What follows belongs to an exercise in optimizing a design on an open flow for small area; a production flow would make more cautious choices.
Function was checked by simulation only, so behaviour that the tests miss may differ from the original.
No activity file was given, so power comes from the tool's default toggle rates.

==> inputs of build 43 <==
==> flow/design.v <==
`timescale 1ns / 1ps
module Frankie(
	input clock,
	input reset,
	input [15:0] io_in,
	output [15:0] io_out,
	output [15:0] mem_addr,
	output [15:0] mem_wdata,
	output mem_we,
	input [15:0] mem_rdata
	);
	reg [2:0] st;
	reg kern;             
	reg [15:0] pc, sp, mary, shel, ra, copc, comary, io_q;
	reg [15:2] ir;
	reg comp;
	localparam [2:0] S_F = 3'd0, S_D = 3'd1, S_E1 = 3'd2, S_E2 = 3'd3, S_K = 3'd4;
	wire sF = (st == S_F);
	wire sD = (st == S_D);
	wire sE1 = (st == S_E1);
	wire sE2 = (st == S_E2);
	wire sK = (st == S_K);
	wire rF = sF & ~reset;
	wire rD = sD & ~reset;
	wire rE1 = sE1 & ~reset;
	wire rE2 = sE2 & ~reset;
	wire rK = sK & ~reset;
	wire [4:0] op = ir[14:10];
	wire f = ir[15];
	wire [7:0] imm = ir[9:2];
	wire io = &imm;
	wire [15:0] memval = io ? io_in : mem_rdata;
	wire o_aput = (op == 5'd0);
	wire o_sput = (op == 5'd1);
	wire o_aadd = (op == 5'd2);
	wire o_asub = (op == 5'd3);
	wire o_spek = (op == 5'd4);
	wire o_spop = (op == 5'd5);
	wire o_rpop = (op == 5'd6);
	wire o_jimm = (op == 5'd7);
	wire o_jacc = (op == 5'd8);
	wire o_jcmp = (op == 5'd9);
	wire o_jret = (op == 5'd10);
	wire o_jfnc = (op == 5'd11);
	wire o_cequ = (op == 5'd12);
	wire o_cles = (op == 5'd13);
	wire o_cgre = (op == 5'd14);
	wire o_lorr = (op == 5'd15);
	wire o_land = (op == 5'd16);
	wire o_shfl = (op == 5'd17);
	wire o_shfr = (op == 5'd18);
	wire o_load = (op == 5'd19);
	wire o_stor = (op == 5'd20);
	wire o_bkac = (op == 5'd21);
	wire o_bkra = (op == 5'd22);
	wire o_swap = (op == 5'd23);
	wire o_cmp = o_cequ | o_cles | o_cgre;
	wire o_push = o_sput | o_bkac | o_bkra;
	wire o_pop = o_spop | o_rpop;
	wire o_shift = o_shfl | o_shfr;
	wire o_jump = o_jimm | o_jfnc | o_jcmp;
	wire two = o_aadd | o_asub | o_spek | o_pop | o_cmp | o_lorr |
	           o_land | o_shift | o_load;
	wire [15:0] B = (((f & ~o_sput) | o_swap)) ? shel : {8'b0, imm};
	wire [4:0] nop = mem_rdata[14:10];
	wire n_push = (nop == 5'd1) | (nop == 5'd21) | (nop == 5'd22);
	wire n_spek = (nop == 5'd4);
	wire n_jfnc = (nop == 5'd11);
	wire [7:0] limm = sD ? mem_rdata[9:2] : imm;
	wire [15:0] lsimm = {{6{limm[7]}}, limm, 2'b00};
	wire intr = (io_in != 16'd0) & ~kern & ~sK;
	reg [15:0] aop, xop;
	reg inv, cin;
	always @* begin
		aop = 16'd0;
		xop = 16'd0;
		inv = 1'b0;
		cin = 1'b0;
		if (rF) begin
			aop = pc;
			cin = 1'b1;
		end
		if (rD) begin
			aop = n_jfnc ? pc : sp;
			if (n_spek) xop = lsimm;
			cin = n_push;
		end
		if (rE1) begin
			if (o_spek) aop = sp;
			else if (f & (o_jacc | o_jump)) aop = pc;
			if (o_spek) begin
				xop = lsimm;
				inv = 1'b1;
				cin = 1'b1;
			end else if (o_jacc & f) xop = {mary[11:0], 4'b0};
			else if (o_jacc | o_stor | (o_bkac & ~f)) xop = mary;
			else if (o_jret | o_bkra) xop = ra;
			else if (o_swap | o_sput | o_bkac) xop = B;
			else xop = {{8{imm[7] & (f | o_aput)}}, imm};    
		end
		if (rE2) begin
			if (o_pop) begin
				aop = sp;
				inv = 1'b1;
				cin = 1'b0;
			end else begin
				aop = mary;
				xop = B;
				inv = o_asub | o_cmp;
				cin = o_asub | o_cmp;
			end
		end
		if (rK) xop = 16'd254;
	end
	wire [15:0] sum = aop + (xop ^ {16{inv}}) + {15'b0, cin};
	wire zero = (sum == 16'd0);
	wire big = rE1 & (|B[15:4]);
	wire [3:0] sha = rE1 ? B[3:0] : 4'd0;
	wire [15:0] rmary = {mary[0], mary[1], mary[2], mary[3], mary[4], mary[5], mary[6], mary[7],
	                     mary[8], mary[9], mary[10], mary[11], mary[12], mary[13], mary[14], mary[15]};
	wire [15:0] shin = o_shfr ? rmary : mary;
	wire [15:0] shv = big ? 16'd0 : (shin << sha);
	wire sel_mem = rE2 & (o_spek | o_pop | o_load);
	wire sel_or = rE2 & o_lorr;
	wire sel_and = rE2 & o_land;
	wire sel_sh = (rE1 | rE2) & o_shift;
	reg [15:0] res;
	always @* begin
		if (sel_mem) res = memval;
		else if (sel_or) res = mary | B;
		else if (sel_and) res = mary & B;
		else if (sel_sh) res = shv;
		else res = sum;
	end
	assign mem_addr = (sE1 & (o_push | o_spek | o_pop)) ? sp : (sE1 & (o_load | o_stor)) ? B : pc;
	assign mem_we = sE1 & (o_stor | o_push) & ~io;
	assign mem_wdata = xop;
	assign io_out = io_q;
	wire ret = (pc == 16'd255);
	always @(posedge clock) begin
		if (reset) begin
			st <= S_F;
			kern <= 1'b0;
		end else begin
			if (intr) st <= S_K;
			else if (sF) st <= S_D;
			else if (sD) st <= S_E1;
			else if (sE1 & two) st <= S_E2;
			else st <= S_F;
			if (sK) kern <= 1'b1;
		end
	end
	always @(posedge clock) begin
		if (~kern & ~sK) copc <= pc;
		if (~kern & ~sK & ~(sE2 & o_shift)) comary <= mary;
	end
	always @(posedge clock) begin
		if (sD) ir <= mem_rdata[15:2];
	end
	always @(posedge clock) begin
		if (reset | (rE1 & o_stor & io)) io_q <= res;
	end
	always @(posedge clock) begin
		if (reset | rF | rK | (rE1 & (o_jret | o_jacc | o_jimm | o_jfnc | (o_jcmp & comp))))
			pc <= (rF & ret) ? copc : res;
	end
	always @(posedge clock) begin
		if (reset | (rD & (n_push | n_spek) & ~intr) | (rE1 & o_spek) | (rE2 & o_pop))
			sp <= sum;
	end
	always @(posedge clock) begin
		if (reset | (rF & ret) | (rE1 & ((o_aput & ~f) | o_swap | (o_shift & ~intr))) |
		    (rE2 & (((o_spek | o_spop) & ~f) | o_load | o_aadd | o_asub | o_lorr | o_land | o_shift)))
			mary <= (rF & ret) ? comary : res;
	end
	always @(posedge clock) begin
		if (reset | (rE1 & ((o_aput & f) | o_swap)) | (rE2 & (o_spek | o_spop) & f))
			shel <= (rE1 & o_swap) ? mary : res;
	end
	always @(posedge clock) begin
		if (reset | (rD & n_jfnc & ~intr) | (rE2 & o_rpop))
			ra <= res;
	end
	always @(posedge clock) begin
		if (reset) comp <= 1'b0;
		else if (sE2 & o_cmp)
			comp <= o_cequ ? zero : o_cles ? sum[15] : (~sum[15] & ~zero);
	end
endmodule
==> flow/flow/run.sh <==
#!/bin/bash
# Own flow: the standard layout, with
#  - synthesis mapping the logic with an area-oriented ABC script (flow/synth.tcl, flow/area.abc),
#  - the smallest buffer on each port,
#  - a clock tree built from small clock buffers, without dummy loads.
# Each step's full output goes to a log file in this folder.
set -euo pipefail
W=$(pwd)
bash standard.sh SYNTH_SCRIPT=$W/flow/synth.tcl synth > $W/synth.log 2>&1
grep -q "abc with script" orfs/logs/*/Frankie/base/1_2_yosys.log
# the rest of the standard layout
bash standard.sh \
  "BUFFER_PORTS_ARGS=-buffer_cell sky130_fd_sc_hd__buf_1" \
  "CTS_ARGS=-sink_clustering_enable -repair_clock_nets -dont_use_dummy_load -buf_list sky130_fd_sc_hd__clkbuf_8 -root_buf sky130_fd_sc_hd__clkbuf_8" \
  RECOVER_POWER=100 finish > $W/layout.log 2>&1
==> flow/flow/area.abc <==
strash; dc2; &get -n; &deepsyn -T 40; &put; dch -f; amap; topo; stime -c; upsize -D 5000; dnsize -D 5000
==> flow/flow/synth.tcl <==
# The standard synthesis (synth_recipe.tcl), with ABC's technology mapping run on an
# area-oriented script (area.abc beside this file) instead of ORFS's speed script.
# Registers are mapped before ABC runs, so their names and cells are unchanged.
proc synth {args} { yosys synth -nofsm -noshare {*}$args }
set ::area_abc [file join [file dirname [file normalize [info script]]] area.abc]
proc abc {args} {
  set i [lsearch -exact $args -script]
  if {$i >= 0} {
    set args [lreplace $args [expr {$i + 1}] [expr {$i + 1}] $::area_abc]
  }
  puts "abc with script $::area_abc"
  yosys abc {*}$args
}
source $::env(SCRIPTS_DIR)/synth.tcl
# left out here: clear keep_hierarchy, flatten, clean up, hide names made inside functions, write 1_2_yosys.v
==> flow/standard.sh <==
#!/bin/bash
# synth_recipe.tcl (not shown) runs the flow's synth.tcl, then flattens the netlist and writes it again
# the make line also repeats each setting of config.mk as NAME=value (left out here)
make -C /OpenROAD-flow-scripts/flow DESIGN_CONFIG=/design/flow/config.mk WORK_HOME=/design/flow/orfs CLKGATE_MAP_FILE= SYNTH_SCRIPT=/design/flow/synth_recipe.tcl "${@:-finish}"
==> flow/config.mk <==
export PLATFORM = sky130hd
export DESIGN_NAME = Frankie
export DESIGN_NICKNAME = Frankie
export VERILOG_FILES = /design/flow/design.v
export SDC_FILE = /design/flow/constraint.sdc
export NUM_CORES = 4
export LEC_CHECK = 0
export CAP_MARGIN = 0
export CORE_MARGIN = 2
export CORE_UTILIZATION = 40
export GPL_TIMING_DRIVEN = 0
export PLACE_DENSITY = 0.6
export SLEW_MARGIN = 0
==> flow/constraint.sdc <==
create_clock -name core_clock -period 8.0 [get_ports {clock}]
set_input_delay 1.6000 -clock core_clock [delete_from_list [all_inputs] [get_ports {clock}]]
set_output_delay 1.6000 -clock core_clock [all_outputs]
set_load 0.01 [all_outputs]
==> build 75: changes against build 43 <==
--- a/flow/design.v
+++ b/flow/design.v
@@ -56,11 +56,13 @@
 	wire o_swap = (op == 5'd23);
 	wire o_cmp = o_cequ | o_cles | o_cgre;
+	wire o_jump = o_jimm | o_jfnc | o_jcmp;
 	wire o_push = o_sput | o_bkac | o_bkra;
 	wire o_pop = o_spop | o_rpop;
 	wire o_shift = o_shfl | o_shfr;
-	wire o_jump = o_jimm | o_jfnc | o_jcmp;
 	wire two = o_aadd | o_asub | o_spek | o_pop | o_cmp | o_lorr |
 	           o_land | o_shift | o_load;
-	wire [15:0] B = (((f & ~o_sput) | o_swap)) ? shel : {8'b0, imm};
+	wire selshel = (f & ~(o_sput | o_aput | o_jump)) | o_swap;
+	wire sx = o_aput | (f & o_jump);
+	wire [15:0] B = selshel ? shel : {{8{imm[7] & sx}}, imm};
 	wire [4:0] nop = mem_rdata[14:10];
 	wire n_push = (nop == 5'd1) | (nop == 5'd21) | (nop == 5'd22);
@@ -96,6 +98,5 @@
 			else if (o_jacc | o_stor | (o_bkac & ~f)) xop = mary;
 			else if (o_jret | o_bkra) xop = ra;
-			else if (o_swap | o_sput | o_bkac) xop = B;
-			else xop = {{8{imm[7] & (f | o_aput)}}, imm};    
+			else xop = B;    
 		end
 		if (rE2) begin
@@ -161,21 +162,21 @@
 		if (reset | (rE1 & o_stor & io)) io_q <= res;
 	end
-	always @(posedge clock) begin
-		if (reset | rF | rK | (rE1 & (o_jret | o_jacc | o_jimm | o_jfnc | (o_jcmp & comp))))
-			pc <= (rF & ret) ? copc : res;
-	end
+	wire pc_we = reset | rF | rK | (rE1 & (o_jret | o_jacc | o_jimm | o_jfnc | (o_jcmp & comp)));
+	wire pc_co = rF & ret;
+	always @(posedge clock)
+		pc <= ({16{~pc_we}} & pc) | ({16{pc_co}} & copc) | ({16{pc_we & ~pc_co}} & res);
 	always @(posedge clock) begin
 		if (reset | (rD & (n_push | n_spek) & ~intr) | (rE1 & o_spek) | (rE2 & o_pop))
 			sp <= sum;
 	end
-	always @(posedge clock) begin
-		if (reset | (rF & ret) | (rE1 & ((o_aput & ~f) | o_swap | (o_shift & ~intr))) |
-		    (rE2 & (((o_spek | o_spop) & ~f) | o_load | o_aadd | o_asub | o_lorr | o_land | o_shift)))
-			mary <= (rF & ret) ? comary : res;
-	end
-	always @(posedge clock) begin
-		if (reset | (rE1 & ((o_aput & f) | o_swap)) | (rE2 & (o_spek | o_spop) & f))
-			shel <= (rE1 & o_swap) ? mary : res;
-	end
+	wire mary_we = reset | (rF & ret) | (rE1 & ((o_aput & ~f) | o_swap | (o_shift & ~intr))) |
+	    (rE2 & (((o_spek | o_spop) & ~f) | o_load | o_aadd | o_asub | o_lorr | o_land | o_shift));
+	wire mary_co = rF & ret;
+	always @(posedge clock)
+		mary <= ({16{~mary_we}} & mary) | ({16{mary_co}} & comary) | ({16{mary_we & ~mary_co}} & res);
+	wire shel_we = reset | (rE1 & ((o_aput & f) | o_swap)) | (rE2 & (o_spek | o_spop) & f);
+	wire shel_sw = rE1 & o_swap;
+	always @(posedge clock)
+		shel <= ({16{~shel_we}} & shel) | ({16{shel_sw}} & mary) | ({16{shel_we & ~shel_sw}} & res);
 	always @(posedge clock) begin
 		if (reset | (rD & n_jfnc & ~intr) | (rE2 & o_rpop))
==> flow/flow/run.sh (replaced) <==
#!/bin/bash
# Own flow: the standard layout (standard.sh), with
#  - synthesis mapping the logic with an area-oriented ABC script (flow/synth.tcl, flow/area.abc);
#    the registers are mapped before ABC runs, and this flow checks that they match the standard
#    synthesis's (names and cells), falling back to the standard synthesis if they do not,
#  - the smallest buffer (buf_1) on each port,
#  - a clock tree of clkbuf_8 buffers, without dummy loads.
# Each step's full output goes to a log file in this folder.
set -euo pipefail
W=$(pwd)
RES=orfs/results/sky130hd/Frankie/base

# the standard synthesis, as a reference for the registers
sed "s|WORK_HOME=[^ ]*|WORK_HOME=$W/orfs_ref|" standard.sh > ref_synth.sh
bash ref_synth.sh synth > $W/ref_synth.log 2>&1

bash standard.sh SYNTH_SCRIPT=$W/flow/synth.tcl synth > $W/synth.log 2>&1
if ! grep -q "abc with script" orfs/logs/*/Frankie/base/1_2_yosys.log ||
   ! python3 flow/regs.py orfs_ref/results/sky130hd/Frankie/base/1_2_yosys.v $RES/1_2_yosys.v > $W/regs.log 2>&1; then
  echo "falling back to the standard synthesis" >> $W/regs.log
  rm -rf orfs
  bash standard.sh synth > $W/synth.log 2>&1
fi

# the rest of the standard layout
bash standard.sh \
  "BUFFER_PORTS_ARGS=-buffer_cell sky130_fd_sc_hd__buf_1" \
  "CTS_ARGS=-sink_clustering_enable -repair_clock_nets -dont_use_dummy_load -buf_list sky130_fd_sc_hd__clkbuf_8 -root_buf sky130_fd_sc_hd__clkbuf_8" \
  finish > $W/layout.log 2>&1
==> flow/flow/regs.py (new file) <==
#!/usr/bin/env python3
"""regs.py REF MINE: exit 0 if both netlists have the same registers (instance name and cell
family), else print the difference and exit 1."""
import re
import sys

CELL = re.compile(r"^\s*(sky130_fd_sc_hd__\w+)\s+(\\\S+|\w+)\s*\(", re.M)


def regs(path):
    text = open(path).read()
    return {
        name.lstrip("\\"): re.sub(r"_\d+$", "", cell)
        for cell, name in CELL.findall(text)
        if re.search(r"__(e|s|se)?df", cell)
    }


ref, mine = regs(sys.argv[1]), regs(sys.argv[2])
if ref == mine and ref:
    print(f"registers match: {len(ref)}")
    sys.exit(0)
print(f"registers differ: reference {len(ref)}, this synthesis {len(mine)}")
for n in sorted(set(ref) ^ set(mine))[:20]:
    print("  ", n, ref.get(n), mine.get(n))
sys.exit(1)
--- a/flow/config.mk
+++ b/flow/config.mk
@@ -6,8 +6,8 @@
 export NUM_CORES = 4
 export LEC_CHECK = 0
-export CAP_MARGIN = 0
+export CAP_MARGIN = 10
 export CORE_MARGIN = 2
 export CORE_UTILIZATION = 40
 export GPL_TIMING_DRIVEN = 0
 export PLACE_DENSITY = 0.6
-export SLEW_MARGIN = 0
+export SLEW_MARGIN = 10
==> trial 31: changes against build 43 <==
--- a/flow/flow/run.sh
+++ b/flow/flow/run.sh
@@ -13,3 +13,3 @@
   "BUFFER_PORTS_ARGS=-buffer_cell sky130_fd_sc_hd__buf_1" \
   "CTS_ARGS=-sink_clustering_enable -repair_clock_nets -dont_use_dummy_load -buf_list sky130_fd_sc_hd__clkbuf_8 -root_buf sky130_fd_sc_hd__clkbuf_8" \
-  RECOVER_POWER=100 finish > $W/layout.log 2>&1
+  finish > $W/layout.log 2>&1
==> results.txt <==
quantity	build 75	trial 31	build 43
Run status	finished clean	finished clean	failed layout checks
Reasons for failing layout checks	-	-	capacitance limit, slew limit
Net switching component of the power	0.893 mW	0.855 mW	0.877 mW
Count of buffers added by post-CTS timing repair for setup	26	5	14
Net count of the mapped netlist	999	979	991
PnR Total Power	2.33 mW	2.29 mW	2.36 mW
Highest clock frequency the design can meet	0.130 GHz	0.130 GHz	0.129 GHz
Netlist area before placement	0.00845 mm^2	0.00859 mm^2	0.00864 mm^2
Length of routed met3 wiring	3910 um	5400 um	4060 um
Number of flops mapped to enable cells by yosys	94	142	142
Largest net degree at the start of global routing	33	49	49
Critical path fanouts, max	9	9	21
Slew Limit Headroom	0.0392	0.0761	-0.788
Starting Density	0.405	0.408	0.410

[re-timing with driven ports]
No port has a modelled driver above. Below, the same layouts with a new extraction and two added sets of constraints.
Step 1: set_driving_cell puts a clkbuf_16 on clock and a buf_2 on each other input, an assumption about the parent block.
Step 2 adds t to the input delays and takes it off the output delays; t is the mean of the earliest and latest rising clock arrival at the registers after step 1. Input paths then give back, and output paths get back, about the clock's delay inside the block.
Three values: ideal ports, drivers, drivers and shift; two values: the first two.
run | t (ns) | setup WS [ns] | worst setup path after step 2 | worst register clock-pin slew, ns
build 43 | 0.491 | 0.243 / 0.243 / -0.206 | input to register | 0.09 / 0.09
build 75 | 0.494 | 0.336 / 0.354 / -0.140 | input to register | 0.11 / 0.11
trial 31 | 0.506 | 0.292 / 0.313 / -0.193 | input to register | 0.09 / 0.09
The setup slack of trial 31, which loses most, moves by +0.021 ns with the drivers and by -0.485 ns with both steps.
